From an optimization exercise on the open Yosys and OpenROAD flow, aimed at small area, a short achievable clock period and few clock cycles per item; shortcuts taken in it are not production practice.
Where RTL was checked, it was by simulation tests only, not by an equivalence proof against the original.
Function not checked in runs 3 and 4: the RTL went through the layout flow alone.

===== design.v =====
module CordicAccelerator(
  input         clock,
  input         reset,
  input         cmd_valid,
  output        cmd_ready,
  input  [6:0]  cmd_funct,
  input  [4:0]  cmd_rd,
  input  [63:0] cmd_rs1,
  input  [63:0] cmd_rs2,
  output        resp_valid,
  input         resp_ready,
  output [4:0]  resp_rd,
  output [63:0] resp_data,
  output        busy
);
  function [31:0] addc(input [31:0] a, input [31:0] b, input c);
    reg [31:0] g, p, gg, pp, gn, pn;
    integer k, l;
    begin
      g = a & b;
      p = a ^ b;
      gg = g;
      pp = p;
      gg[0] = g[0] | (p[0] & c);
      pp[0] = 1'b0;
      for (l = 0; l < 5; l = l + 1) begin
        gn = gg;
        pn = pp;
        for (k = 0; k < 32; k = k + 1)
          if (k[l]) begin
            gn[k] = gg[k] | (pp[k] & gg[((k >> l) << l) - 1]);
            pn[k] = pp[k] & pp[((k >> l) << l) - 1];
          end
        gg = gn;
        pp = pn;
      end
      addc = p ^ {gg[30:0], c};
    end
  endfunction
  wire recirc;    
  wire [31:0] res;
  wire [4:0] end_rd;
  wire take;      
  assign cmd_ready = take;
  wire accept = cmd_valid & take;
  wire [31:0] z0 = cmd_rs2[31:0];
  wire z0_fits = (z0[31:17] == {15{z0[31]}});
  wire [17:0] zc0 = z0_fits ? z0[17:0] : {z0[31], {17{~z0[31]}}};
  reg [31:0] p1_x;
  reg [17:0] p1_z;
  reg [4:0] p1_rd;
  reg p1_fn, p1_dn, p1_v;
  always @(posedge clock) begin
    if (reset) p1_v <= 1'b0;
    else p1_v <= accept | recirc;
    p1_x <= recirc ? res : cmd_rs1[31:0];
    p1_z <= zc0;
    p1_rd <= recirc ? end_rd : cmd_rd;
    p1_fn <= ~recirc & cmd_funct[0];
    p1_dn <= recirc;
  end
  wire d1 = p1_z[17];
  wire [31:0] xg4 = p1_x & {32{~p1_dn}};
  wire [31:0] x2 = p1_x;
  wire [31:0] y3 = (xg4 ^ {32{d1}}) + {31'd0, d1};
  wire [17:0] zs5 = d1 ? p1_z + 18'd51472 : p1_z - 18'd51472;
  wire [16:0] z6 = (zs5[17:16] == {2{zs5[17]}}) ? zs5[16:0] : {zs5[17], {16{~zs5[17]}}};
  reg [31:0] p2_x, p2_y;
  reg [4:0] p2_rd;
  reg p2_fn, p2_dn, p2_v;
  reg [16:0] p2_z;
  always @(posedge clock) begin
    if (reset) p2_v <= 1'b0;
    else p2_v <= p1_v;
    p2_x <= x2;
    p2_y <= y3;
    p2_rd <= p1_rd;
    p2_fn <= p1_fn;
    p2_dn <= p1_dn;
    p2_z <= z6;
  end
  wire d7 = p2_z[16];
  wire [31:0] ys10 = $signed(p2_y) >>> 1;
  wire [31:0] xs11 = $signed(p2_x) >>> 1;
  wire ga12 = d7 & ~p2_dn;
  wire [31:0] x8 = addc(p2_x, (ys10 ^ {32{~d7}}), ~d7);
  wire [31:0] y9 = addc(p2_y, ((xs11 ^ {32{d7}}) & {32{~p2_dn}}), ga12);
  wire [16:0] zs13 = d7 ? p2_z + 17'd30386 : p2_z - 17'd30386;
  wire [15:0] z14 = (zs13[16:15] == {2{zs13[16]}}) ? zs13[15:0] : {zs13[16], {15{~zs13[16]}}};
  reg [31:0] p3_x, p3_y;
  reg [4:0] p3_rd;
  reg p3_fn, p3_dn, p3_v;
  reg [15:0] p3_z;
  always @(posedge clock) begin
    if (reset) p3_v <= 1'b0;
    else p3_v <= p2_v;
    p3_x <= x8;
    p3_y <= y9;
    p3_rd <= p2_rd;
    p3_fn <= p2_fn;
    p3_dn <= p2_dn;
    p3_z <= z14;
  end
  wire d15 = p3_z[15];
  wire [31:0] ys18 = $signed(p3_y) >>> 2;
  wire [31:0] xs19 = $signed(p3_x) >>> 2;
  wire ga20 = d15 & ~p3_dn;
  wire [31:0] x16 = addc(p3_x, (ys18 ^ {32{~d15}}), ~d15);
  wire [31:0] y17 = addc(p3_y, ((xs19 ^ {32{d15}}) & {32{~p3_dn}}), ga20);
  wire [15:0] zs21 = d15 ? p3_z + 16'd16055 : p3_z - 16'd16055;
  wire [14:0] z22 = (zs21[15:14] == {2{zs21[15]}}) ? zs21[14:0] : {zs21[15], {14{~zs21[15]}}};
  reg [31:0] p4_x, p4_y;
  reg [4:0] p4_rd;
  reg p4_fn, p4_dn, p4_v;
  reg [14:0] p4_z;
  always @(posedge clock) begin
    if (reset) p4_v <= 1'b0;
    else p4_v <= p3_v;
    p4_x <= x16;
    p4_y <= y17;
    p4_rd <= p3_rd;
    p4_fn <= p3_fn;
    p4_dn <= p3_dn;
    p4_z <= z22;
  end
  wire d23 = p4_z[14];
  wire [31:0] ys26 = $signed(p4_y) >>> 3;
  wire [31:0] xs27 = $signed(p4_x) >>> 3;
  wire ga28 = d23 & ~p4_dn;
  wire [31:0] x24 = addc(p4_x, (ys26 ^ {32{~d23}}), ~d23);
  wire [31:0] y25 = addc(p4_y, ((xs27 ^ {32{d23}}) & {32{~p4_dn}}), ga28);
  wire [14:0] zs29 = d23 ? p4_z + 15'd8150 : p4_z - 15'd8150;
  wire [13:0] z30 = (zs29[14:13] == {2{zs29[14]}}) ? zs29[13:0] : {zs29[14], {13{~zs29[14]}}};
  reg [31:0] p5_x, p5_y;
  reg [4:0] p5_rd;
  reg p5_fn, p5_dn, p5_v;
  reg [13:0] p5_z;
  always @(posedge clock) begin
    if (reset) p5_v <= 1'b0;
    else p5_v <= p4_v;
    p5_x <= x24;
    p5_y <= y25;
    p5_rd <= p4_rd;
    p5_fn <= p4_fn;
    p5_dn <= p4_dn;
    p5_z <= z30;
  end
  wire d31 = p5_z[13];
  wire [31:0] ys34 = $signed(p5_y) >>> 4;
  wire [31:0] xs35 = $signed(p5_x) >>> 4;
  wire ga36 = d31 & ~p5_dn;
  wire [31:0] x32 = addc(p5_x, (ys34 ^ {32{~d31}}), ~d31);
  wire [31:0] y33 = addc(p5_y, ((xs35 ^ {32{d31}}) & {32{~p5_dn}}), ga36);
  wire [13:0] zs37 = d31 ? p5_z + 14'd4091 : p5_z - 14'd4091;
  wire [12:0] z38 = (zs37[13:12] == {2{zs37[13]}}) ? zs37[12:0] : {zs37[13], {12{~zs37[13]}}};
  reg [31:0] p6_x, p6_y;
  reg [4:0] p6_rd;
  reg p6_fn, p6_dn, p6_v;
  reg [12:0] p6_z;
  always @(posedge clock) begin
    if (reset) p6_v <= 1'b0;
    else p6_v <= p5_v;
    p6_x <= x32;
    p6_y <= y33;
    p6_rd <= p5_rd;
    p6_fn <= p5_fn;
    p6_dn <= p5_dn;
    p6_z <= z38;
  end
  wire d39 = p6_z[12];
  wire [31:0] ys42 = $signed(p6_y) >>> 5;
  wire [31:0] xs43 = $signed(p6_x) >>> 5;
  wire ga44 = d39 & ~p6_dn;
  wire [31:0] x40 = addc(p6_x, (ys42 ^ {32{~d39}}), ~d39);
  wire [31:0] y41 = addc(p6_y, ((xs43 ^ {32{d39}}) & {32{~p6_dn}}), ga44);
  wire [12:0] zs45 = d39 ? p6_z + 13'd2047 : p6_z - 13'd2047;
  wire [11:0] z46 = (zs45[12:11] == {2{zs45[12]}}) ? zs45[11:0] : {zs45[12], {11{~zs45[12]}}};
  reg [31:0] p7_x, p7_y;
  reg [4:0] p7_rd;
  reg p7_fn, p7_dn, p7_v;
  reg [11:0] p7_z;
  always @(posedge clock) begin
    if (reset) p7_v <= 1'b0;
    else p7_v <= p6_v;
    p7_x <= x40;
    p7_y <= y41;
    p7_rd <= p6_rd;
    p7_fn <= p6_fn;
    p7_dn <= p6_dn;
    p7_z <= z46;
  end
  wire d47 = p7_z[11];
  wire [31:0] ys50 = $signed(p7_y) >>> 6;
  wire [31:0] xs51 = $signed(p7_x) >>> 6;
  wire ga52 = d47 & ~p7_dn;
  wire [31:0] x48 = addc(p7_x, (ys50 ^ {32{~d47}}), ~d47);
  wire [31:0] y49 = addc(p7_y, ((xs51 ^ {32{d47}}) & {32{~p7_dn}}), ga52);
  wire [11:0] zs53 = d47 ? p7_z + 12'd1024 : p7_z - 12'd1024;
  wire [10:0] z54 = (zs53[11:10] == {2{zs53[11]}}) ? zs53[10:0] : {zs53[11], {10{~zs53[11]}}};
  reg [31:0] p8_x, p8_y;
  reg [4:0] p8_rd;
  reg p8_fn, p8_dn, p8_v;
  reg [10:0] p8_z;
  always @(posedge clock) begin
    if (reset) p8_v <= 1'b0;
    else p8_v <= p7_v;
    p8_x <= x48;
    p8_y <= y49;
    p8_rd <= p7_rd;
    p8_fn <= p7_fn;
    p8_dn <= p7_dn;
    p8_z <= z54;
  end
  wire d55 = p8_z[10];
  wire [31:0] ys58 = $signed(p8_y) >>> 7;
  wire [31:0] xs59 = $signed(p8_x) >>> 7;
  wire ga60 = d55 & ~p8_dn;
  wire [31:0] x56 = addc(p8_x, (ys58 ^ {32{~d55}}), ~d55);
  wire [31:0] y57 = addc(p8_y, ((xs59 ^ {32{d55}}) & {32{~p8_dn}}), ga60);
  wire [10:0] zs61 = d55 ? p8_z + 11'd512 : p8_z - 11'd512;
  wire [9:0] z62 = (zs61[10:9] == {2{zs61[10]}}) ? zs61[9:0] : {zs61[10], {9{~zs61[10]}}};
  reg [31:0] p9_x, p9_y;
  reg [4:0] p9_rd;
  reg p9_fn, p9_dn, p9_v;
  reg [9:0] p9_z;
  always @(posedge clock) begin
    if (reset) p9_v <= 1'b0;
    else p9_v <= p8_v;
    p9_x <= x56;
    p9_y <= y57;
    p9_rd <= p8_rd;
    p9_fn <= p8_fn;
    p9_dn <= p8_dn;
    p9_z <= z62;
  end
  wire d63 = p9_z[9];
  wire [31:0] ys66 = $signed(p9_y) >>> 8;
  wire [31:0] xs67 = $signed(p9_x) >>> 8;
  wire ga68 = d63 & ~p9_dn;
  wire [31:0] x64 = addc(p9_x, (ys66 ^ {32{~d63}}), ~d63);
  wire [31:0] y65 = addc(p9_y, ((xs67 ^ {32{d63}}) & {32{~p9_dn}}), ga68);
  wire [9:0] zs69 = d63 ? p9_z + 10'd256 : p9_z - 10'd256;
  wire [8:0] z70 = (zs69[9:8] == {2{zs69[9]}}) ? zs69[8:0] : {zs69[9], {8{~zs69[9]}}};
  reg [31:0] p10_x, p10_y;
  reg [4:0] p10_rd;
  reg p10_fn, p10_dn, p10_v;
  reg [8:0] p10_z;
  always @(posedge clock) begin
    if (reset) p10_v <= 1'b0;
    else p10_v <= p9_v;
    p10_x <= x64;
    p10_y <= y65;
    p10_rd <= p9_rd;
    p10_fn <= p9_fn;
    p10_dn <= p9_dn;
    p10_z <= z70;
  end
  wire d71 = p10_z[8];
  wire [31:0] ys74 = $signed(p10_y) >>> 9;
  wire [31:0] xs75 = $signed(p10_x) >>> 9;
  wire ga76 = d71 & ~p10_dn;
  wire [31:0] x72 = addc(p10_x, (ys74 ^ {32{~d71}}), ~d71);
  wire [31:0] y73 = addc(p10_y, ((xs75 ^ {32{d71}}) & {32{~p10_dn}}), ga76);
  wire [8:0] zs77 = d71 ? p10_z + 9'd128 : p10_z - 9'd128;
  wire [7:0] z78 = (zs77[8:7] == {2{zs77[8]}}) ? zs77[7:0] : {zs77[8], {7{~zs77[8]}}};
  reg [31:0] p11_x, p11_y;
  reg [4:0] p11_rd;
  reg p11_fn, p11_dn, p11_v;
  reg [7:0] p11_z;
  always @(posedge clock) begin
    if (reset) p11_v <= 1'b0;
    else p11_v <= p10_v;
    p11_x <= x72;
    p11_y <= y73;
    p11_rd <= p10_rd;
    p11_fn <= p10_fn;
    p11_dn <= p10_dn;
    p11_z <= z78;
  end
  wire d79 = p11_z[7];
  wire [31:0] ys82 = $signed(p11_y) >>> 10;
  wire [31:0] xs83 = $signed(p11_x) >>> 10;
  wire ga84 = d79 & ~p11_dn;
  wire [31:0] x80 = addc(p11_x, (ys82 ^ {32{~d79}}), ~d79);
  wire [31:0] y81 = addc(p11_y, ((xs83 ^ {32{d79}}) & {32{~p11_dn}}), ga84);
  wire [7:0] zs85 = d79 ? p11_z + 8'd64 : p11_z - 8'd64;
  wire [6:0] z86 = (zs85[7:6] == {2{zs85[7]}}) ? zs85[6:0] : {zs85[7], {6{~zs85[7]}}};
  reg [31:0] p12_x, p12_y;
  reg [4:0] p12_rd;
  reg p12_fn, p12_dn, p12_v;
  reg [6:0] p12_z;
  always @(posedge clock) begin
    if (reset) p12_v <= 1'b0;
    else p12_v <= p11_v;
    p12_x <= x80;
    p12_y <= y81;
    p12_rd <= p11_rd;
    p12_fn <= p11_fn;
    p12_dn <= p11_dn;
    p12_z <= z86;
  end
  wire d87 = p12_z[6];
  wire [31:0] ys90 = $signed(p12_y) >>> 11;
  wire [31:0] xs91 = $signed(p12_x) >>> 11;
  wire ga92 = d87 & ~p12_dn;
  wire [31:0] x88 = addc(p12_x, (ys90 ^ {32{~d87}}), ~d87);
  wire [31:0] y89 = addc(p12_y, ((xs91 ^ {32{d87}}) & {32{~p12_dn}}), ga92);
  wire [6:0] zs93 = d87 ? p12_z + 7'd32 : p12_z - 7'd32;
  wire [5:0] z94 = (zs93[6:5] == {2{zs93[6]}}) ? zs93[5:0] : {zs93[6], {5{~zs93[6]}}};
  reg [31:0] p13_x, p13_y;
  reg [4:0] p13_rd;
  reg p13_fn, p13_dn, p13_v;
  reg [5:0] p13_z;
  always @(posedge clock) begin
    if (reset) p13_v <= 1'b0;
    else p13_v <= p12_v;
    p13_x <= x88;
    p13_y <= y89;
    p13_rd <= p12_rd;
    p13_fn <= p12_fn;
    p13_dn <= p12_dn;
    p13_z <= z94;
  end
  wire d95 = p13_z[5];
  wire [31:0] ys98 = $signed(p13_y) >>> 12;
  wire [31:0] xs99 = $signed(p13_x) >>> 12;
  wire ga100 = d95 & ~p13_dn;
  wire [31:0] x96 = addc(p13_x, (ys98 ^ {32{~d95}}), ~d95);
  wire [31:0] y97 = addc(p13_y, ((xs99 ^ {32{d95}}) & {32{~p13_dn}}), ga100);
  wire [5:0] zs101 = d95 ? p13_z + 6'd16 : p13_z - 6'd16;
  wire [4:0] z102 = (zs101[5:4] == {2{zs101[5]}}) ? zs101[4:0] : {zs101[5], {4{~zs101[5]}}};
  reg [31:0] p14_x, p14_y;
  reg [4:0] p14_rd;
  reg p14_fn, p14_dn, p14_v;
  reg [4:0] p14_z;
  always @(posedge clock) begin
    if (reset) p14_v <= 1'b0;
    else p14_v <= p13_v;
    p14_x <= x96;
    p14_y <= y97;
    p14_rd <= p13_rd;
    p14_fn <= p13_fn;
    p14_dn <= p13_dn;
    p14_z <= z102;
  end
  wire d103 = p14_z[4];
  wire [31:0] ys106 = $signed(p14_y) >>> 13;
  wire [31:0] xs107 = $signed(p14_x) >>> 13;
  wire ga108 = d103 & ~p14_dn;
  wire [31:0] x104 = addc(p14_x, (ys106 ^ {32{~d103}}), ~d103);
  wire [31:0] y105 = addc(p14_y, ((xs107 ^ {32{d103}}) & {32{~p14_dn}}), ga108);
  wire [4:0] zs109 = d103 ? p14_z + 5'd8 : p14_z - 5'd8;
  wire [3:0] z110 = (zs109[4:3] == {2{zs109[4]}}) ? zs109[3:0] : {zs109[4], {3{~zs109[4]}}};
  reg [31:0] p15_x, p15_y;
  reg [4:0] p15_rd;
  reg p15_fn, p15_dn, p15_v;
  reg [3:0] p15_z;
  always @(posedge clock) begin
    if (reset) p15_v <= 1'b0;
    else p15_v <= p14_v;
    p15_x <= x104;
    p15_y <= y105;
    p15_rd <= p14_rd;
    p15_fn <= p14_fn;
    p15_dn <= p14_dn;
    p15_z <= z110;
  end
  wire d111 = p15_z[3];
  wire [31:0] ys114 = $signed(p15_y) >>> 14;
  wire [31:0] xs115 = $signed(p15_x) >>> 14;
  wire ga116 = d111 & ~p15_dn;
  wire [31:0] x112 = addc(p15_x, (ys114 ^ {32{~d111}}), ~d111);
  wire [31:0] y113 = addc(p15_y, ((xs115 ^ {32{d111}}) & {32{~p15_dn}}), ga116);
  wire [3:0] zs117 = d111 ? p15_z + 4'd4 : p15_z - 4'd4;
  wire [2:0] z118 = (zs117[3:2] == {2{zs117[3]}}) ? zs117[2:0] : {zs117[3], {2{~zs117[3]}}};
  reg [31:0] p16_x, p16_y;
  reg [4:0] p16_rd;
  reg p16_fn, p16_dn, p16_v;
  reg [2:0] p16_z;
  always @(posedge clock) begin
    if (reset) p16_v <= 1'b0;
    else p16_v <= p15_v;
    p16_x <= x112;
    p16_y <= y113;
    p16_rd <= p15_rd;
    p16_fn <= p15_fn;
    p16_dn <= p15_dn;
    p16_z <= z118;
  end
  wire d119 = p16_z[2];
  wire [31:0] ys122 = $signed(p16_y) >>> 15;
  wire [31:0] xs123 = $signed(p16_x) >>> 15;
  wire ga124 = d119 & ~p16_dn;
  wire [31:0] x120 = addc(p16_x, (ys122 ^ {32{~d119}}), ~d119);
  wire [31:0] y121 = addc(p16_y, ((xs123 ^ {32{d119}}) & {32{~p16_dn}}), ga124);
  wire [2:0] zs125 = d119 ? p16_z + 3'd2 : p16_z - 3'd2;
  wire [1:0] z126 = (zs125[2:1] == {2{zs125[2]}}) ? zs125[1:0] : {zs125[2], {1{~zs125[2]}}};
  reg [31:0] p17_x, p17_y;
  reg [4:0] p17_rd;
  reg p17_fn, p17_dn, p17_v;
  reg [1:0] p17_z;
  always @(posedge clock) begin
    if (reset) p17_v <= 1'b0;
    else p17_v <= p16_v;
    p17_x <= x120;
    p17_y <= y121;
    p17_rd <= p16_rd;
    p17_fn <= p16_fn;
    p17_dn <= p16_dn;
    p17_z <= z126;
  end
  wire d127 = p17_z[1];
  wire [31:0] ys130 = $signed(p17_y) >>> 16;
  wire [31:0] xs131 = $signed(p17_x) >>> 16;
  wire ga132 = d127 & ~p17_dn;
  wire [31:0] x128 = addc(p17_x, (ys130 ^ {32{~d127}}), ~d127);
  wire [31:0] y129 = addc(p17_y, ((xs131 ^ {32{d127}}) & {32{~p17_dn}}), ga132);
  wire [1:0] zs133 = d127 ? p17_z + 2'd1 : p17_z - 2'd1;
  wire z134 = zs133[1];
  reg [31:0] p18_x, p18_y;
  reg [4:0] p18_rd;
  reg p18_fn, p18_dn, p18_v;
  reg p18_z;
  always @(posedge clock) begin
    if (reset) p18_v <= 1'b0;
    else p18_v <= p17_v;
    p18_x <= x128;
    p18_y <= y129;
    p18_rd <= p17_rd;
    p18_fn <= p17_fn;
    p18_dn <= p17_dn;
    p18_z <= z134;
  end
  wire d135 = p18_z;
  wire [31:0] ys138 = $signed(p18_y) >>> 17;
  wire [31:0] xs139 = $signed(p18_x) >>> 17;
  wire ga140 = d135 & ~p18_dn;
  wire [31:0] x136 = addc(p18_x, (ys138 ^ {32{~d135}}), ~d135);
  wire [31:0] y137 = addc(p18_y, ((xs139 ^ {32{d135}}) & {32{~p18_dn}}), ga140);
  reg [31:0] p19_x, p19_y;
  reg [4:0] p19_rd;
  reg p19_fn, p19_dn, p19_v;
  reg p19_d;
  always @(posedge clock) begin
    if (reset) p19_v <= 1'b0;
    else p19_v <= p18_v;
    p19_x <= x136;
    p19_y <= y137;
    p19_rd <= p18_rd;
    p19_fn <= p18_fn;
    p19_dn <= p18_dn;
    p19_d <= d135;
  end
  wire [31:0] ys143 = $signed(p19_y) >>> 18;
  wire [31:0] xs144 = $signed(p19_x) >>> 18;
  wire ga145 = p19_d & ~p19_dn;
  wire [31:0] x141 = addc(p19_x, (ys143 ^ {32{~p19_d}}), ~p19_d);
  wire [31:0] y142 = addc(p19_y, ((xs144 ^ {32{p19_d}}) & {32{~p19_dn}}), ga145);
  reg [31:0] p20_x, p20_y;
  reg [4:0] p20_rd;
  reg p20_fn, p20_dn, p20_v;
  reg p20_d;
  always @(posedge clock) begin
    if (reset) p20_v <= 1'b0;
    else p20_v <= p19_v;
    p20_x <= x141;
    p20_y <= y142;
    p20_rd <= p19_rd;
    p20_fn <= p19_fn;
    p20_dn <= p19_dn;
    p20_d <= p19_d;
  end
  wire [31:0] ys148 = $signed(p20_y) >>> 19;
  wire [31:0] xs149 = $signed(p20_x) >>> 19;
  wire ga150 = p20_d & ~p20_dn;
  wire [31:0] x146 = addc(p20_x, (ys148 ^ {32{~p20_d}}), ~p20_d);
  wire [31:0] y147 = addc(p20_y, ((xs149 ^ {32{p20_d}}) & {32{~p20_dn}}), ga150);
  reg [31:0] p21_x, p21_y;
  reg [4:0] p21_rd;
  reg p21_fn, p21_dn, p21_v;
  reg p21_d;
  always @(posedge clock) begin
    if (reset) p21_v <= 1'b0;
    else p21_v <= p20_v;
    p21_x <= x146;
    p21_y <= y147;
    p21_rd <= p20_rd;
    p21_fn <= p20_fn;
    p21_dn <= p20_dn;
    p21_d <= p20_d;
  end
  wire [31:0] ys153 = $signed(p21_y) >>> 20;
  wire [31:0] xs154 = $signed(p21_x) >>> 20;
  wire ga155 = p21_d & ~p21_dn;
  wire [31:0] x151 = addc(p21_x, (ys153 ^ {32{~p21_d}}), ~p21_d);
  wire [31:0] y152 = addc(p21_y, ((xs154 ^ {32{p21_d}}) & {32{~p21_dn}}), ga155);
  reg [31:0] p22_x, p22_y;
  reg [4:0] p22_rd;
  reg p22_fn, p22_dn, p22_v;
  reg p22_d;
  always @(posedge clock) begin
    if (reset) p22_v <= 1'b0;
    else p22_v <= p21_v;
    p22_x <= x151;
    p22_y <= y152;
    p22_rd <= p21_rd;
    p22_fn <= p21_fn;
    p22_dn <= p21_dn;
    p22_d <= p21_d;
  end
  wire [31:0] ys158 = $signed(p22_y) >>> 21;
  wire [31:0] xs159 = $signed(p22_x) >>> 21;
  wire ga160 = p22_d & ~p22_dn;
  wire [31:0] x156 = addc(p22_x, (ys158 ^ {32{~p22_d}}), ~p22_d);
  wire [31:0] y157 = addc(p22_y, ((xs159 ^ {32{p22_d}}) & {32{~p22_dn}}), ga160);
  reg [31:0] p23_x, p23_y;
  reg [4:0] p23_rd;
  reg p23_fn, p23_dn, p23_v;
  reg p23_d;
  always @(posedge clock) begin
    if (reset) p23_v <= 1'b0;
    else p23_v <= p22_v;
    p23_x <= x156;
    p23_y <= y157;
    p23_rd <= p22_rd;
    p23_fn <= p22_fn;
    p23_dn <= p22_dn;
    p23_d <= p22_d;
  end
  wire [31:0] ys163 = $signed(p23_y) >>> 22;
  wire [31:0] xs164 = $signed(p23_x) >>> 22;
  wire ga165 = p23_d & ~p23_dn;
  wire [31:0] x161 = addc(p23_x, (ys163 ^ {32{~p23_d}}), ~p23_d);
  wire [31:0] y162 = addc(p23_y, ((xs164 ^ {32{p23_d}}) & {32{~p23_dn}}), ga165);
  reg [31:0] p24_x, p24_y;
  reg [4:0] p24_rd;
  reg p24_fn, p24_dn, p24_v;
  reg p24_d;
  always @(posedge clock) begin
    if (reset) p24_v <= 1'b0;
    else p24_v <= p23_v;
    p24_x <= x161;
    p24_y <= y162;
    p24_rd <= p23_rd;
    p24_fn <= p23_fn;
    p24_dn <= p23_dn;
    p24_d <= p23_d;
  end
  wire [31:0] ys168 = $signed(p24_y) >>> 23;
  wire [31:0] xs169 = $signed(p24_x) >>> 23;
  wire ga170 = p24_d & ~p24_dn;
  wire [31:0] x166 = addc(p24_x, (ys168 ^ {32{~p24_d}}), ~p24_d);
  wire [31:0] y167 = addc(p24_y, ((xs169 ^ {32{p24_d}}) & {32{~p24_dn}}), ga170);
  reg [31:0] p25_x, p25_y;
  reg [4:0] p25_rd;
  reg p25_fn, p25_dn, p25_v;
  reg p25_d;
  always @(posedge clock) begin
    if (reset) p25_v <= 1'b0;
    else p25_v <= p24_v;
    p25_x <= x166;
    p25_y <= y167;
    p25_rd <= p24_rd;
    p25_fn <= p24_fn;
    p25_dn <= p24_dn;
    p25_d <= p24_d;
  end
  wire [31:0] ys173 = $signed(p25_y) >>> 24;
  wire [31:0] xs174 = $signed(p25_x) >>> 24;
  wire ga175 = p25_d & ~p25_dn;
  wire [31:0] x171 = addc(p25_x, (ys173 ^ {32{~p25_d}}), ~p25_d);
  wire [31:0] y172 = addc(p25_y, ((xs174 ^ {32{p25_d}}) & {32{~p25_dn}}), ga175);
  reg [31:0] p26_x, p26_y;
  reg [4:0] p26_rd;
  reg p26_fn, p26_dn, p26_v;
  reg p26_d;
  always @(posedge clock) begin
    if (reset) p26_v <= 1'b0;
    else p26_v <= p25_v;
    p26_x <= x171;
    p26_y <= y172;
    p26_rd <= p25_rd;
    p26_fn <= p25_fn;
    p26_dn <= p25_dn;
    p26_d <= p25_d;
  end
  wire [31:0] ys178 = $signed(p26_y) >>> 25;
  wire [31:0] xs179 = $signed(p26_x) >>> 25;
  wire ga180 = p26_d & ~p26_dn;
  wire [31:0] x176 = addc(p26_x, (ys178 ^ {32{~p26_d}}), ~p26_d);
  wire [31:0] y177 = addc(p26_y, ((xs179 ^ {32{p26_d}}) & {32{~p26_dn}}), ga180);
  reg [31:0] p27_x, p27_y;
  reg [4:0] p27_rd;
  reg p27_fn, p27_dn, p27_v;
  reg p27_d;
  always @(posedge clock) begin
    if (reset) p27_v <= 1'b0;
    else p27_v <= p26_v;
    p27_x <= x176;
    p27_y <= y177;
    p27_rd <= p26_rd;
    p27_fn <= p26_fn;
    p27_dn <= p26_dn;
    p27_d <= p26_d;
  end
  wire [31:0] ys183 = $signed(p27_y) >>> 26;
  wire [31:0] xs184 = $signed(p27_x) >>> 26;
  wire ga185 = p27_d & ~p27_dn;
  wire [31:0] x181 = addc(p27_x, (ys183 ^ {32{~p27_d}}), ~p27_d);
  wire [31:0] y182 = addc(p27_y, ((xs184 ^ {32{p27_d}}) & {32{~p27_dn}}), ga185);
  reg [31:0] p28_x, p28_y;
  reg [4:0] p28_rd;
  reg p28_fn, p28_dn, p28_v;
  reg p28_d;
  always @(posedge clock) begin
    if (reset) p28_v <= 1'b0;
    else p28_v <= p27_v;
    p28_x <= x181;
    p28_y <= y182;
    p28_rd <= p27_rd;
    p28_fn <= p27_fn;
    p28_dn <= p27_dn;
    p28_d <= p27_d;
  end
  wire [31:0] ys188 = $signed(p28_y) >>> 27;
  wire [31:0] xs189 = $signed(p28_x) >>> 27;
  wire ga190 = p28_d & ~p28_dn;
  wire [31:0] x186 = addc(p28_x, (ys188 ^ {32{~p28_d}}), ~p28_d);
  wire [31:0] y187 = addc(p28_y, ((xs189 ^ {32{p28_d}}) & {32{~p28_dn}}), ga190);
  reg [31:0] p29_x, p29_y;
  reg [4:0] p29_rd;
  reg p29_fn, p29_dn, p29_v;
  reg p29_d;
  always @(posedge clock) begin
    if (reset) p29_v <= 1'b0;
    else p29_v <= p28_v;
    p29_x <= x186;
    p29_y <= y187;
    p29_rd <= p28_rd;
    p29_fn <= p28_fn;
    p29_dn <= p28_dn;
    p29_d <= p28_d;
  end
  wire [31:0] ys193 = $signed(p29_y) >>> 28;
  wire [31:0] xs194 = $signed(p29_x) >>> 28;
  wire ga195 = p29_d & ~p29_dn;
  wire [31:0] x191 = addc(p29_x, (ys193 ^ {32{~p29_d}}), ~p29_d);
  wire [31:0] y192 = addc(p29_y, ((xs194 ^ {32{p29_d}}) & {32{~p29_dn}}), ga195);
  reg [31:0] p30_x, p30_y;
  reg [4:0] p30_rd;
  reg p30_fn, p30_dn, p30_v;
  reg p30_d;
  always @(posedge clock) begin
    if (reset) p30_v <= 1'b0;
    else p30_v <= p29_v;
    p30_x <= x191;
    p30_y <= y192;
    p30_rd <= p29_rd;
    p30_fn <= p29_fn;
    p30_dn <= p29_dn;
    p30_d <= p29_d;
  end
  wire [31:0] ys198 = $signed(p30_y) >>> 29;
  wire [31:0] xs199 = $signed(p30_x) >>> 29;
  wire ga200 = p30_d & ~p30_dn;
  wire [31:0] x196 = addc(p30_x, (ys198 ^ {32{~p30_d}}), ~p30_d);
  wire [31:0] y197 = addc(p30_y, ((xs199 ^ {32{p30_d}}) & {32{~p30_dn}}), ga200);
  reg [31:0] p31_x, p31_y;
  reg [4:0] p31_rd;
  reg p31_fn, p31_dn, p31_v;
  reg p31_d;
  always @(posedge clock) begin
    if (reset) p31_v <= 1'b0;
    else p31_v <= p30_v;
    p31_x <= x196;
    p31_y <= y197;
    p31_rd <= p30_rd;
    p31_fn <= p30_fn;
    p31_dn <= p30_dn;
    p31_d <= p30_d;
  end
  wire [31:0] ys203 = $signed(p31_y) >>> 30;
  wire [31:0] xs204 = $signed(p31_x) >>> 30;
  wire ga205 = p31_d & ~p31_dn;
  wire [31:0] x201 = addc(p31_x, (ys203 ^ {32{~p31_d}}), ~p31_d);
  wire [31:0] y202 = addc(p31_y, ((xs204 ^ {32{p31_d}}) & {32{~p31_dn}}), ga205);
  reg [31:0] p32_x, p32_y;
  reg [4:0] p32_rd;
  reg p32_fn, p32_dn, p32_v;
  reg p32_d;
  always @(posedge clock) begin
    if (reset) p32_v <= 1'b0;
    else p32_v <= p31_v;
    p32_x <= x201;
    p32_y <= y202;
    p32_rd <= p31_rd;
    p32_fn <= p31_fn;
    p32_dn <= p31_dn;
    p32_d <= p31_d;
  end
  wire [31:0] ys208 = $signed(p32_y) >>> 31;
  wire [31:0] xs209 = $signed(p32_x) >>> 31;
  wire ga210 = p32_d & ~p32_dn;
  wire [31:0] x206 = addc(p32_x, (ys208 ^ {32{~p32_d}}), ~p32_d);
  wire [31:0] y207 = addc(p32_y, ((xs209 ^ {32{p32_d}}) & {32{~p32_dn}}), ga210);
  assign res = p32_fn ? y207 : x206;
  assign end_rd = p32_rd;
  wire end_v = p32_v;
  reg [31:0] h_data, k_data;
  reg [4:0] h_rd, k_rd;
  reg hv, kv, busy_r;
  reg blocked;
  reg [4:0] wait_n;
  wire wait_0 = (wait_n == 5'd0);
  wire push = end_v & ~(hv & kv) & (~blocked | wait_0);
  assign recirc = end_v & ~push;
  assign take = ~recirc & ~blocked;
  wire pop = hv & resp_ready;
  wire h_load = ~hv | pop;
  wire hv_n = h_load ? (kv | push) : 1'b1;
  wire kv_n = h_load ? (kv & push) : (kv | push);
  wire inflight_n = hv_n | kv_n |
      (accept | recirc) |
      p1_v |
      p2_v |
      p3_v |
      p4_v |
      p5_v |
      p6_v |
      p7_v |
      p8_v |
      p9_v |
      p10_v |
      p11_v |
      p12_v |
      p13_v |
      p14_v |
      p15_v |
      p16_v |
      p17_v |
      p18_v |
      p19_v |
      p20_v |
      p21_v |
      p22_v |
      p23_v |
      p24_v |
      p25_v |
      p26_v |
      p27_v |
      p28_v |
      p29_v |
      p30_v |
      p31_v;
  always @(posedge clock) begin
    if (reset) begin
      hv <= 1'b0;
      kv <= 1'b0;
      busy_r <= 1'b0;
      blocked <= 1'b0;
    end else begin
      hv <= hv_n;
      kv <= kv_n;
      busy_r <= inflight_n;
      if (recirc & (~blocked | wait_0))
        blocked <= 1'b1;
      else if (push & blocked)
        blocked <= 1'b0;
    end
    if (recirc & (~blocked | wait_0))
      wait_n <= 5'd31;
    else
      wait_n <= wait_n - 5'd1;
    if (h_load) begin
      h_data <= kv ? k_data : res;
      h_rd <= kv ? k_rd : end_rd;
    end
    if (h_load ? kv : ~kv) begin
      k_data <= res;
      k_rd <= end_rd;
    end
  end
  assign resp_valid = hv;
  assign resp_rd = h_rd;
  assign resp_data = {32'h0, h_data};
  assign busy = busy_r;
endmodule

===== run.sh =====
#!/bin/bash
# synth_recipe.tcl (not shown) runs the flow's synth.tcl, then flattens the netlist and writes it again
# the make line also repeats each setting of config.mk as NAME=value (left out here)
make -C /OpenROAD-flow-scripts/flow DESIGN_CONFIG=/design/flow/config.mk WORK_HOME=/design/flow/orfs CLKGATE_MAP_FILE= SYNTH_SCRIPT=/design/flow/synth_recipe.tcl finish

===== config.mk =====
export PLATFORM = sky130hd
export DESIGN_NAME = CordicAccelerator
export DESIGN_NICKNAME = CordicAccelerator
export VERILOG_FILES = /design/flow/design.v
export SDC_FILE = /design/flow/constraint.sdc
export NUM_CORES = 8
export LEC_CHECK = 0
export CAP_MARGIN = 20
export CORE_MARGIN = 2
export CORE_UTILIZATION = 60
export SETUP_SLACK_MARGIN = 3.0
export SLEW_MARGIN = 20

===== constraint.sdc =====
create_clock -name core_clock -period 6.0 [get_ports {clock}]
set_input_delay 1.2000 -clock core_clock [delete_from_list [all_inputs] [get_ports {clock}]]
set_output_delay 1.2000 -clock core_clock [all_outputs]
set_load 0.01 [all_outputs]

==> results of run 1 <==
==> Yosys cell counts (all sizes together), types with 39 or more instances <==
master  count  area (µm²)
dfxtp    2466       49400
ha       1877       23500
xnor2    1868       16400
nor2     1282        4820
a21oi     999        5020
inv       876        3290
xor2      704        6170
nand2     562        2110
o21ai     553        2770
a21o      450        3380
fa        347        6950
nor3      344        1730
nand3     253        1270
o21a      229        1720
nand2b    225        1410
nor2b     213        1330
o21bai    171        1280
or3       171        1070
clkbuf    161         604
nand4     157         997
and3      126         788
a211oi    123         988
buf        91         479
o211ai     81         623
edfxtp     74        2220
a31oi      73         457
a21boi     66         495
and2       61         382
nor4       58         363
mux2       52         586
o311ai     52         455
a211o      50         438
or2        45         282
a31o       44         385
o41ai      43         493
a221oi     39         348
==> critical path: cells and delay by family (launching register included) <==
| family | cells | cell delay [ns] |
|---|---|---|
| compound gates | 2 | 0.12 |
| fa+ha+maj | 1 | 0.19 |
| buf+inv | 23 | 2.74 |
| flops | 1 | 0.35 |
| simple gates | 2 | 0.23 |
==> kinds of logic after synthesis <==
kind of cell               synth area share (%)
other                                   0.00253
and+or+nand+nor                            11.8
buffers and inverters                      2.95
DFF                                        34.8
adders and majority gates                  20.5
xor gates and xnor gates                   15.2
muxes                                     0.496
AOI/OAI and AO/OA                          14.3
==> repair_timing <==
| action | 4_1_cts | 5_1_grt |
|---|---|---|
| resized for setup | 2187 | 1743 |
| pin swaps | 1314 | 1418 |
| endpoints found under the setup margin | 1583 | 1218 |
| gates cloned | 62 | 17 |
| setup buffers | 1171 | 639 |
==> worst paths after layout <==
path / startpoint / end / slack, ns / cells past startpoint
hold / removal: p25_fn / p26_fn / 0.33 / 0
setup / recovery: wait_n[0] / blocked / 2.33 / 28
setup reg to reg: wait_n[0] / blocked / 2.33 / 28
hold reg to reg: p25_fn / p26_fn / 0.33 / 0
==> per-layer routing <==
metal / vias up / routed length [µm]
met5: - / 157
met4: 24 / 33600
met3: 1655 / 24900
met2: 4007 / 233000
met1: 60100 / 178000
li1: 57900 / -
==> stage by stage <==
| stage | instances | util (%) | area, µm² | setup WS (ns) |
|---|---|---|---|---|
| global placement | 18500 | 63.9 | 157000 | 1.42 |
| global route | 20900 | 82.3 | 202000 | 2.24 |
| detailed placement | 18500 | 63.9 | 157000 | 1.36 |
| floorplan | 15400 | - | 154000 | 2.19 |
| finish | 21000 | 82.3 | 202000 | 2.33 |
| CTS | 20300 | 76.6 | 188000 | 2.39 |
==> layout make-up <==
| class | count | area, µm² |
|---|---|---|
| Antenna cell | 14 | 35.0 |
| Fill cell | 13800 | 43500 |
| Timing Repair inverter | 9 | 68.8 |
| Clock inverter | 112 | 1380 |
| Tap cell | 3220 | 4030 |
| Clock buffer | 398 | 8470 |
| Timing Repair Buffer | 2031 | 20300 |
| Multi-Input combinational cell | 11800 | 113000 |
| Inverter | 876 | 3380 |
| Sequential cell | 2540 | 51800 |
==> flow_metrics.env, run 1 <==
export IMPL_worstMarginPinSlew_ns=0.955
export IMPL_rsz0062_at_grt="yes"
export IMPL_grt_pass1_wl_um=676000
export IMPL_ys_types=104
export IMPL_wirelength_um=469000
export IMPL_ys_ff_latch=2540
export IMPL_netlist_instances=15400
export IMPL_status="timing/DRC/antenna clean"
export IMPL_hold_ws_ns=0.325
export IMPL_maxCapViolations=0
export IMPL_path_clk_slew_ns=0.06
export IMPL_critical_path_max_stage_delay_ns=0.35
export IMPL_coreArea_mm2=0.246
export IMPL_final_cell_mix="dfxtp_1, ha_1, xnor2_1"
export IMPL_ys_warn_count=1
export IMPL_ant_nets=0
export IMPL_endpoint_kind="register"
export IMPL_hold_viol=0
export IMPL_cts_buffer_depth=4
export IMPL_numPortBuffers=113
export IMPL_syn_area_mm2=0.148
export IMPL_row_count=182
export IMPL_setup_tns_ns=0
export IMPL_min_period_ns=3.67
export IMPL_drtIter0Drc=7269
export IMPL_grtUsageMet3_pct=5.27
export IMPL_crit_type="reg -> reg"
export IMPL_initial_utilization_pct=60.3
export IMPL_synth_avg_cell_area_um2=9.65
export IMPL_worst_path_most_repeated_cell="buf_4"
export IMPL_first_pass_iters=6
export IMPL_htreeDepth=5
export IMPL_setup_violations_final=0
export IMPL_skew_ns=0.103
export IMPL_drc=0
export IMPL_clkSinkCount=2540
export IMPL_critPathMaxFanout=2
export IMPL_slowest_stage="dfxtp_2"
export IMPL_num_vias=124000
export IMPL_cts_made_buffers=293
export IMPL_cts_tree="yes"
export IMPL_grt_usage_pct=33.9
export IMPL_nets=19900
export IMPL_clkLatencyLatePin_ns=0.98
export IMPL_worstPathRequired_ns=6.90
export IMPL_grt_max_degree=48
export IMPL_ys_seq_area_share_pct=34.8
export IMPL_die_x_um=501
export IMPL_syn_to_final_growth_pct=36.5
export IMPL_grtUsageMet2_pct=60.0
export IMPL_synth_edff_count=74
export IMPL_slew_viol_final=0
export IMPL_cts_root_buf="clkbuf_16"
export IMPL_final_common_cell="dfxtp_1"
export IMPL_place_congestion=0.933
export IMPL_ys_flop_type="dfxtp_1"
export IMPL_holdCritPathClass="reg -> reg"
export IMPL_grt_busiest_layer="met2"
export IMPL_relSlewSlack_pct=36.1
export IMPL_wire_per_inst_um=22.4
export IMPL_period_share_pct=61.1
export IMPL_die_h_um=501
export IMPL_io_pin_count=216
export IMPL_worst_ep_arrival_time_ns=4.56
export IMPL_cts_hold_buffers=0
export IMPL_grt_pass1_vias=124000
export IMPL_ys_async_sr_fraction_pct=0
export IMPL_start_kind="register"
export IMPL_viasPerCell=5.90
export IMPL_gr_total_overflow=0
export IMPL_dp_hpwl_um=301000
export IMPL_die_area_mm2=0.251
export IMPL_gr_usage_met1_pct=38.6
export IMPL_layout_drive_gt1_share_pct=30.6
export IMPL_fmax_mhz=273
export IMPL_antenna_found_initial=25
Testbench counts, summed over its fixed seeds: cycles 1,864, items 1,600.
==> run 2: changes to the inputs <==
--- a/config.mk
+++ b/config.mk
@@ -9,4 +9,4 @@
 export CORE_MARGIN = 2
 export CORE_UTILIZATION = 60
-export SETUP_SLACK_MARGIN = 3.0
+export SETUP_SLACK_MARGIN = 2.0
 export SLEW_MARGIN = 20
==> flow_metrics.env, run 2 <==
export IMPL_start_kind="register"
export IMPL_slowest_stage="a2111o_1"
export IMPL_min_period_ns=3.87
export IMPL_ys_async_sr_fraction_pct=0
export IMPL_nets=18100
export IMPL_antenna_found_initial=14
export IMPL_die_area_mm2=0.251
export IMPL_htreeDepth=5
export IMPL_first_pass_iters=7
export IMPL_worstPathCellList="buf_12 -> xor2_1 -> nand2b_1 -> fa_1 -> inv_1 -> fa_1 -> a21o_1 -> a21o_1 -> a2111o_1 -> a21oi_2 -> or3_1 -> a21oi_1 -> or3_1 -> a21oi_1 -> xnor2_1"
export IMPL_ys_warn_count=1
export IMPL_relSlewSlack_pct=24.5
export IMPL_synth_top_family_by_area="adder cells"
export IMPL_synth_fa_ha_area_share_pct=20.5
export IMPL_cts_hold_buffers=0
export IMPL_grt_pass1_wl_um=598000
export IMPL_drtIter0Drc=6018
export IMPL_ys_top_cells_by_area="dfxtp_1, ha_1, xnor2_1"
export IMPL_critPathMaxFanout=22
export IMPL_clkSinkCount=2540
export IMPL_yosysMostFrequentCell="dfxtp_1"
export IMPL_layout_drive_gt1_share_pct=6.83
export IMPL_cts_root_buf="clkbuf_16"
export IMPL_wire_per_inst_um=20.2
export IMPL_die_h_um=501
export IMPL_synth_compound_area_share_pct=14.3
export IMPL_period_share_pct=64.6
export IMPL_endpoint_kind="register"
export IMPL_netlist_instances=15400
export IMPL_grt_usage_pct=30.0
export IMPL_ys_seq_area_share_pct=34.8
export IMPL_fmax_mhz=258
export IMPL_gr_total_overflow=0
export IMPL_synth_simple_area_share_pct=11.8
export IMPL_holdCritPathClass="reg -> reg"
export IMPL_dpl_cell_area_mm2=0.153
export IMPL_worst_ep_arrival_time_ns=4.68
export IMPL_hold_viol=0
export IMPL_numPortBuffers=113
export IMPL_initial_utilization_pct=60.3
export IMPL_skew_ns=0.104
export IMPL_synth_edff_count=74
export IMPL_num_vias=110000
export IMPL_slew_viol_final=0
export IMPL_wirelength_um=387000
export IMPL_drt_met1_wl_um=160000
export IMPL_cts_tree="yes"
export IMPL_ys_ff_latch=2540
export IMPL_grt_pass1_vias=111000
export IMPL_crit_type="reg -> reg"
export IMPL_ys_types=104
export IMPL_ant_nets=0
export IMPL_final_cell_mix="dfxtp_1, ha_1, xnor2_1"
export IMPL_place_congestion=0.951
export IMPL_crit_cells=15
export IMPL_synthXorXnorAreaFrac_pct=15.2
export IMPL_design_area_mm2=0.165
export IMPL_syn_area_mm2=0.148
export IMPL_maxCapViolations=0
export IMPL_cpLargestDelayFamily="compound AO/OA/AOI/OAI gates"
export IMPL_reg2reg_depth=15
export IMPL_cp_num_buf_inv=2
export IMPL_synth_area_leader_cell="dfxtp_1"
export IMPL_yosysTopAreaCellShare_pct=33.3
export IMPL_synth_avg_cell_area_um2=9.65
export IMPL_syn_to_final_growth_pct=11.4
export IMPL_hold_depth=0
export IMPL_status="timing/DRC/antenna clean"
export IMPL_cts_made_buffers=287
export IMPL_die_x_um=501
export IMPL_drc=0
export IMPL_final_common_cell="dfxtp_1"
export IMPL_coreArea_mm2=0.246
export IMPL_worstPathRequired_ns=6.81
export IMPL_critical_path_max_stage_delay_ns=0.49
export IMPL_rsz0062_at_grt="yes"
export IMPL_setup_violations_final=0
export IMPL_viasPerCell=5.75
export IMPL_clkLatencyLatePin_ns=0.96
export IMPL_route_met3_wl_um=15000
export IMPL_grt_max_degree=56
export IMPL_wl_met2_um=189000
export IMPL_cts_buffer_depth=4
export IMPL_ys_flop_type="dfxtp_1"
export IMPL_io_pin_count=216
export IMPL_row_count=182
export IMPL_path_clk_slew_ns=0.07
export IMPL_worstMarginPinSlew_ns=1.12
export IMPL_synthMuxAreaShare_pct=0.496
export IMPL_synth_common_cells="dfxtp_1, ha_1, xnor2_1, nor2_1, a21oi_1"
export IMPL_dp_hpwl_um=304000
export IMPL_setup_tns_ns=0
export IMPL_top_layer="met5"
run 2: cell types whose count changed in the layout (fill, tap and decap cells not counted), moves of 119 or more:
cell and change:
nor2_1 +197, a21oi_4 -119, fa_2 -169, a21oi_1 +517
ha_1 +266, o21ai_0 +144, buf_4 -1067, xnor2_2 -242
nor2_2 -126, fa_1 +169, buf_6 -454, ha_4 -235
xnor2_1 +300, a21oi_2 -398
run 2: repair_timing:
action | CTS | global route
gates cloned | 6 | 1
gates resized for setup | 134 | 156
endpoints found under the setup margin | 448 | 373
pin swaps | 6 | 26
setup buffers | 34 | 57
run 2: stage by stage:
stage	cells	hold WS, ns	setup WS (ns)	utilization [%]
global placement	18600	0.310	1.32	62.4
CTS	19100	0.307	2.01	66.7
detailed placement	18600	0.312	1.28	62.4
global route	19200	0.299	1.97	67.2
floorplan	15400	0.310	1.98	-
finish	19200	0.306	2.13	67.2
run 2: kinds of logic after synthesis:
logic type,after synthesis
xor gates and xnor gates,2572
buffers and inverters,1128
adders and majority gates,2226
AOI/OAI and AO/OA,3225
DFF,2540
muxes,67
other,1
and+or+nand+nor,3607
run 2: area by class of cell:
cell class                 instances  area [µm²]
inverter                         876        3310
antenna                            2        5.00
multi-input combinational      11700       93800
clock inverter                   133        1510
tap                             3220        4030
timing repair buffer             304        2860
fill                           19400       80600
sequential                      2540       51700
timing repair inverter             5        35.0
clock buffer                     364        7990
run 2: layer usage:
layer,track usage (%),up-vias
met2,53.2,2383
met1,35.4,52600
met4,15.4,6
met3,3.59,951
met5,0,-
li1,-,54300
run 2: worst paths after layout:
| kind | from | end | slack (ns) |
|---|---|---|---|
| setup / recovery | p11_z[7] | p12_y[28] | 2.13 |
| hold reg to reg | p22_fn | p23_fn | 0.31 |
| hold / removal | p22_fn | p23_fn | 0.31 |
| setup reg to reg | p11_z[7] | p12_y[28] | 2.13 |
run 2: worst register-to-register path, delay by kind of cell, from the launching register on:
kind / cells / cell delay, ns
compound gates: 6 / 1.43
xor+xnor: 2 / 0.35
fa+ha+maj: 2 / 0.57
buf+inv: 2 / 0.27
flops: 1 / 0.45
simple gates: 3 / 0.72
==> run 3: changes to the inputs <==
--- a/design.v
+++ b/design.v
@@ -28,11 +28,19 @@
         pn = pp;
         for (k = 0; k < 32; k = k + 1)
-          if (k[l]) begin
-            gn[k] = gg[k] | (pp[k] & gg[((k >> l) << l) - 1]);
-            pn[k] = pp[k] & pp[((k >> l) << l) - 1];
+          if ((k % 2) == 1 && k >= (1 << l)) begin
+            gn[k] = gg[k] | (pp[k] & gg[k - (1 << l)]);
+            pn[k] = pp[k] & pp[k - (1 << l)];
           end
         gg = gn;
         pp = pn;
       end
+      gn = gg;
+      pn = pp;
+      for (k = 2; k < 32; k = k + 2) begin
+        gn[k] = gg[k] | (pp[k] & gg[k - 1]);
+        pn[k] = pp[k] & pp[k - 1];
+      end
+      gg = gn;
+      pp = pn;
       addc = p ^ {gg[30:0], c};
     end
==> flow_metrics.env, run 3 <==
export IMPL_ys_warn_count=1
export IMPL_grt_usage_pct=29.2
export IMPL_die_x_um=503
export IMPL_io_pin_count=216
export IMPL_initial_utilization_pct=60.3
export IMPL_synth_edff_count=74
export IMPL_gr_total_overflow=0
export IMPL_numPortBuffers=113
export IMPL_slew_viol_final=0
export IMPL_utilization_pct=69.4
export IMPL_maxCapViolations=0
export IMPL_holdCritPathClass="reg -> reg"
export IMPL_ys_types=76
export IMPL_clkLatencyLatePin_ns=0.94
export IMPL_cts_hold_buffers=0
export IMPL_start_kind="register"
export IMPL_viasPerCell=5.49
export IMPL_nets=18200
export IMPL_syn_to_final_growth_pct=15.2
export IMPL_skew_ns=0.0624
export IMPL_die_h_um=503
export IMPL_crit_start="p10_z[8]"
export IMPL_crit_type="reg -> reg"
export IMPL_netlist_instances=14600
export IMPL_critPathMaxFanout=7
export IMPL_period_share_pct=73.6
export IMPL_cts_buffer_depth=4
export IMPL_drc=0
export IMPL_drtIter0Drc=5430
export IMPL_place_congestion=0.939
export IMPL_design_area_mm2=0.172
export IMPL_grt_max_degree=65
export IMPL_path_clk_slew_ns=0.06
export IMPL_ant_nets=0
export IMPL_cts_made_buffers=290
export IMPL_relSlewSlack_pct=16.7
export IMPL_hold_viol=0
export IMPL_ys_ff_latch=2540
export IMPL_worst_slack_ns=1.58
export IMPL_yosysMostFrequentCell="dfxtp_1"
export IMPL_reg2reg_depth=17
export IMPL_coreArea_mm2=0.248
export IMPL_rsz0062_at_grt="yes"
export IMPL_r2r_start="p10_z[8]"
export IMPL_status="timing/DRC/antenna clean"
export IMPL_place_ws_ns=1.02
export IMPL_cts_tree="yes"
export IMPL_min_period_ns=4.42
export IMPL_first_pass_iters=6
export IMPL_worstPathRequired_ns=6.76
export IMPL_cts_root_buf="clkbuf_16"
export IMPL_syn_area_mm2=0.150
export IMPL_hold_ws_ns=0.288
export IMPL_antenna_found_initial=19
export IMPL_setup_tns_ns=0
export IMPL_critical_path_max_stage_delay_ns=0.50
export IMPL_ys_seq_area_share_pct=34.5
export IMPL_final_cell_mix="dfxtp_1, ha_1, inv_1"
export IMPL_final_common_cell="dfxtp_1"
export IMPL_ys_async_sr_fraction_pct=0
export IMPL_synth_area_leader_cell="dfxtp_1"
export IMPL_htreeDepth=5
export IMPL_dp_hpwl_um=293000
export IMPL_ys_flop_type="dfxtp_1"
export IMPL_layout_drive_gt1_share_pct=10.7
export IMPL_row_count=183
export IMPL_clkSinkCount=2540
export IMPL_endpoint_kind="register"
export IMPL_worstMarginPinSlew_ns=1.24
export IMPL_synth_common_cells="dfxtp_1, ha_1, inv_1, xnor2_1, fa_1"
export IMPL_grt_pass1_vias=107000
export IMPL_synth_avg_cell_area_um2=10.3
export IMPL_hp_start="p7_z[5]"
export IMPL_wire_per_inst_um=19.9
export IMPL_num_vias=103000
export IMPL_worstPathCellList="clkbuf_16 -> nand2b_4 -> fa_2 -> inv_2 -> fa_2 -> a21o_1 -> a21o_1 -> a21o_1 -> o31a_1 -> o41a_1 -> a21o_1 -> or4_4 -> a31o_4 -> a311o_1 -> fa_2 -> xnor2_2 -> xnor2_1"
export IMPL_yosysTopAreaCellShare_pct=33.0
export IMPL_wirelength_um=374000
export IMPL_slowest_stage="or4_4"
export IMPL_worst_ep_arrival_time_ns=5.18
export IMPL_r2r_slack_ns=1.58
export IMPL_fmax_mhz=226
export IMPL_reg2reg_to="p11_y[31]"
export IMPL_endpoint="p11_y[31]"
export IMPL_setup_violations_final=0
export IMPL_die_area_mm2=0.253
export IMPL_ys_top_cells_by_area="dfxtp_1, ha_1, fa_1"
export IMPL_dpl_cell_area_mm2=0.156
export IMPL_worst_path_most_repeated_cell="a21o_1"
export IMPL_grt_pass1_wl_um=581000
run 3: cell families after synthesis:
family	count (synthesis)	share of synthesized area, %
AO/OA/AOI/OAI	2552	11.1
XOR/XNOR	2079	12.2
adder cells (fa/ha/maj)	2846	28.9
buffers and inverters	1816	4.64
flip-flops	2540	34.5
multiplexers	42	0.311
other	1	0.00251
AND/OR/NAND/NOR	2690	8.34
run 3: repair_timing:
item	in CTS	in global routing
cloned	16	12
setup buffers	221	138
resized for setup	451	330
setup endpoints to repair	530	315
pin swaps	225	236
run 3: layout make-up:
class / count / area [µm²]
Antenna cell: 7 / 17.5
Inverter: 1559 / 5860
Clock buffer: 383 / 8150
Fill cell: 18700 / 76000
Timing Repair Buffer: 596 / 5910
Multi-Input combinational cell: 10300 / 95100
Sequential cell: 2540 / 51800
Tap cell: 3330 / 4170
Clock inverter: 111 / 1380
run 3: stage by stage:
| stage | instances |
|---|---|
| after CTS | 18600 |
| after floorplan | 14600 |
| after detailed placement | 17900 |
| after global routing | 18800 |
| after global placement | 17900 |
| final | 18800 |
run 3: critical path, delay by kind of cell, from the launching register on:
family / cells / cell delay [ns]
AOI/OAI and AO/OA: 8 / 1.94
adders and majority gates: 3 / 0.91
and+or+nand+nor: 2 / 0.57
DFF: 1 / 0.38
xor gates and xnor gates: 2 / 0.28
buffers and inverters: 2 / 0.21
run 3: worst min path at each step:
stage	end	slack (ns)	depth (start not counted)
final	p8_z[5]	0.29	0
after global routing	p22_fn	0.31	0
after CTS	p8_z[5]	0.29	0
after detailed placement	p13_rd[3]	0.31	0
after global placement	p11_fn	0.31	0
after floorplan	p10_fn	0.31	0
run 3: metal layers:
layer  wire (µm)  track usage [%]  part of all wire, %  vias to the layer above
met4       18100             12.5                  4.8                       10
met5          57                0                0.015                        -
met3       16700             4.41                  4.5                      813
li1            -                -                    -                    50000
met2      183000             50.7                   49                     2032
met1      156000             35.9                   42                    50200
==> run 4: changes to the inputs <==
--- a/design.v
+++ b/design.v
@@ -28,5 +28,5 @@
         pn = pp;
         for (k = 0; k < 32; k = k + 1)
-          if ((k % 2) == 1 && k >= (1 << l)) begin
+          if (((k + 1) % (2 << l)) == 0) begin
             gn[k] = gg[k] | (pp[k] & gg[k - (1 << l)]);
             pn[k] = pp[k] & pp[k - (1 << l)];
@@ -35,12 +35,15 @@
         pp = pn;
       end
-      gn = gg;
-      pn = pp;
-      for (k = 2; k < 32; k = k + 2) begin
-        gn[k] = gg[k] | (pp[k] & gg[k - 1]);
-        pn[k] = pp[k] & pp[k - 1];
+      for (l = 3; l >= 0; l = l - 1) begin
+        gn = gg;
+        pn = pp;
+        for (k = 0; k < 32; k = k + 1)
+          if (((k + 1) % (2 << l)) == (1 << l) && k >= (2 << l)) begin
+            gn[k] = gg[k] | (pp[k] & gg[k - (1 << l)]);
+            pn[k] = pp[k] & pp[k - (1 << l)];
+          end
+        gg = gn;
+        pp = pn;
       end
-      gg = gn;
-      pp = pn;
       addc = p ^ {gg[30:0], c};
     end
==> flow_metrics.env, run 4 <==
export IMPL_cts_buffer_depth=4
export IMPL_hold_depth=0
export IMPL_r2r_slack_ns=1.48
export IMPL_wirelength_um=374000
export IMPL_status="timing/DRC/antenna clean"
export IMPL_setup_tns_ns=0
export IMPL_nets=18500
export IMPL_synth_area_leader_cell="dfxtp_1"
export IMPL_coreArea_mm2=0.251
export IMPL_viasPerCell=5.47
export IMPL_die_x_um=506
export IMPL_critPathMaxFanout=5
export IMPL_netlist_instances=14900
export IMPL_utilization_pct=68.6
export IMPL_antenna_found_initial=11
export IMPL_hold_viol=0
export IMPL_htreeDepth=5
export IMPL_io_pin_count=216
export IMPL_top_layer="met5"
export IMPL_wire_per_inst_um=19.6
export IMPL_start_kind="register"
export IMPL_die_h_um=506
export IMPL_drc=0
export IMPL_ys_ff_latch=2540
export IMPL_final_common_cell="dfxtp_1"
export IMPL_worstPathCellList="xnor2_4 -> nor2_4 -> inv_2 -> fa_2 -> inv_2 -> fa_2 -> a211oi_4 -> o21ai_2 -> a211o_1 -> a41o_1 -> nand4_1 -> a2111oi_4 -> a211o_1 -> o41a_1 -> fa_2 -> xor2_2 -> a21oi_2 -> xnor2_2 -> mux2_2"
export IMPL_synth_common_cells="dfxtp_1, ha_1, inv_1, xnor2_1, nor2_1"
export IMPL_layout_drive_gt1_share_pct=9.36
export IMPL_syn_area_mm2=0.151
export IMPL_worst_ep_arrival_time_ns=5.17
export IMPL_skew_ns=0.0796
export IMPL_clkLatencyLatePin_ns=0.96
export IMPL_die_area_mm2=0.256
export IMPL_grt_max_degree=65
export IMPL_yosysTopAreaCellShare_pct=32.6
export IMPL_relSlewSlack_pct=31.8
export IMPL_synth_edff_count=74
export IMPL_setup_violations_final=0
export IMPL_num_vias=104000
export IMPL_cts_tree="yes"
export IMPL_ys_top_cells_by_area="dfxtp_1, ha_1, fa_1"
export IMPL_yosysMostFrequentCell="dfxtp_1"
export IMPL_n_fill_cell=19300
export IMPL_ys_seq_area_share_pct=34.1
export IMPL_final_cell_mix="dfxtp_1, ha_1, inv_1"
export IMPL_min_to="p10_z[6]"
export IMPL_slowest_stage="dfxtp_4"
export IMPL_initial_utilization_pct=60.3
export IMPL_worst_path_most_repeated_cell="fa_2"
export IMPL_min_period_ns=4.52
export IMPL_crit_type="reg -> reg"
export IMPL_ys_async_sr_fraction_pct=0
export IMPL_cts_made_buffers=296
export IMPL_cts_root_buf="clkbuf_16"
export IMPL_synth_avg_cell_area_um2=10.2
export IMPL_endpoint_kind="register"
export IMPL_grt_usage_pct=28.8
export IMPL_syn_to_final_growth_pct=13.8
export IMPL_grt_pass1_vias=108000
export IMPL_reg2reg_depth=19
export IMPL_wl_met2_um=185000
export IMPL_drtIter0Drc=5413
export IMPL_first_pass_iters=8
export IMPL_numPortBuffers=113
export IMPL_row_count=184
export IMPL_holdCritPathClass="reg -> reg"
export IMPL_design_area_mm2=0.172
export IMPL_worstMarginPinSlew_ns=1.02
export IMPL_rsz0062_at_grt="yes"
export IMPL_maxCapViolations=0
export IMPL_ant_nets=0
export IMPL_path_clk_slew_ns=0.06
export IMPL_period_share_pct=75.3
export IMPL_drt_met1_wl_um=162000
export IMPL_fmax_mhz=221
export IMPL_ys_flop_type="dfxtp_1"
export IMPL_cts_hold_buffers=0
export IMPL_critical_path_max_stage_delay_ns=0.37
export IMPL_route_met3_wl_um=12900
export IMPL_ys_warn_count=1
export IMPL_place_congestion=0.921
export IMPL_hp_start="p9_z[6]"
export IMPL_gr_total_overflow=0
export IMPL_grt_pass1_wl_um=587000
export IMPL_r2r_start="p32_d"
export IMPL_clkSinkCount=2540
export IMPL_ys_types=91
export IMPL_dp_hpwl_um=290000
export IMPL_dpl_cell_area_mm2=0.157
export IMPL_worstPathRequired_ns=6.65
export IMPL_slew_viol_final=0
export IMPL_reg2reg_to="h_data[31]"
-- run 4: cell count changes after synthesis, moves of 54 or more --
cell      before   now
inv_1       1555  1675
o21ai_0      339   515
or4_1          5    59
nor2_1       942  1062
nand2_1      659   605
o21ai_1      134    11
and2_1        35   102
nor2b_1      180    97
o21bai_1      73   127
-- run 4: how the worst max path moves through the flow --
stage          start         end  cells after the start
2_1_floorplan  p32_d  h_data[31]                     16
3_3_place_gp   p32_d  h_data[31]                     14
3_5_place_dp   p26_d   p27_y[31]                     13
4_1_cts        p32_d  h_data[31]                     19
5_1_grt        p32_d  h_data[31]                     19
6_report       p32_d  h_data[31]                     19
-- run 4: cell type report --
type	instances	area [µm²]	area share (%)
clock inverter	119	1390	0.804
sequential	2540	51800	30.1
clock buffer	384	8330	4.83
tap	3348	4190	2.43
timing repair buffer	489	4880	2.83
multi-input combinational	10500	95400	55.4
antenna	4	10.0	0.00581
inverter	1675	6290	3.65
-- run 4: cells by family after synthesis --
logic type | synth area share (%)
simple gates | 8.40
mux | 0.325
flops | 34.1
other cells | 0.00248
fa+ha+maj | 28.6
buf+inv | 4.88
compound gates | 11.7
xor+xnor | 12.1
-- run 4: worst max-delay path: cells and delay by family (launching register included) --
| family | cells | cell delay (ns) |
|---|---|---|
| buf+inv | 2 | 0.10 |
| xor+xnor | 3 | 0.52 |
| compound gates | 8 | 1.85 |
| mux | 1 | 0.27 |
| flops | 1 | 0.37 |
| simple gates | 2 | 0.24 |
| fa+ha+maj | 3 | 0.91 |
-- run 4: routing by layer --
layer,up-vias,track usage (%)
met5,-,0
met4,4,9.77
met3,698,2.98
met2,1910,50.6
met1,50800,36.9
li1,50700,-
-- run 4: timing repair --
action | CTS | global route
endpoints found under the setup margin | 498 | 228
resized for setup | 271 | 389
setup buffers | 109 | 149
gates cloned | 13 | 8
pin swaps | 67 | 191
-- run 4: per-stage QoR --
step / setup WS [ns] / hold slack [ns] / cells
6_report: 1.48 / 0.313 / 19000
5_1_grt: 1.29 / 0.319 / 19000
4_1_cts: 1.50 / 0.315 / 18900
3_5_place_dp: 1.03 / 0.312 / 18200
3_3_place_gp: 1.12 / 0.309 / 18200
2_1_floorplan: 1.15 / 0.310 / 14900

[separate check: timing with driven ports]
The flow's constraints put no driver on any port. The routed layouts listed below were extracted and timed again, unchanged, in two steps. Step 1 (the two cells are an assumption about what drives the block):
set clk [get_ports {clock}]
set_driving_cell -lib_cell sky130_fd_sc_hd__clkbuf_16 $clk
set_driving_cell -lib_cell sky130_fd_sc_hd__buf_2 [delete_from_list [all_inputs] $clk]
Step 2 times the ports against the registers' clock, not the clock port: input delays grow and output delays shrink by t, the midpoint of the rising clock arrivals with the driver on. Slacks: ideal / step 1 / step 2; pairs: ideal / step 1.
run | t (ns) | setup WS [ns] | worst hold slack (ns)
run 1 | 1.022 | 2.335 / 2.297 / 2.335 | 0.325 / 0.325 / 0.325
run 2 | 1.006 | 2.127 / 2.054 / 2.127 | 0.306 / 0.306 / 0.306
run 3 | 1.002 | 1.584 / 1.584 / 1.584 | 0.288 / 0.288 / 0.288
run 4 | 1.008 | 1.482 / 1.482 / 1.482 | 0.313 / 0.313 / 0.313
After both steps every run listed still meets setup and hold.
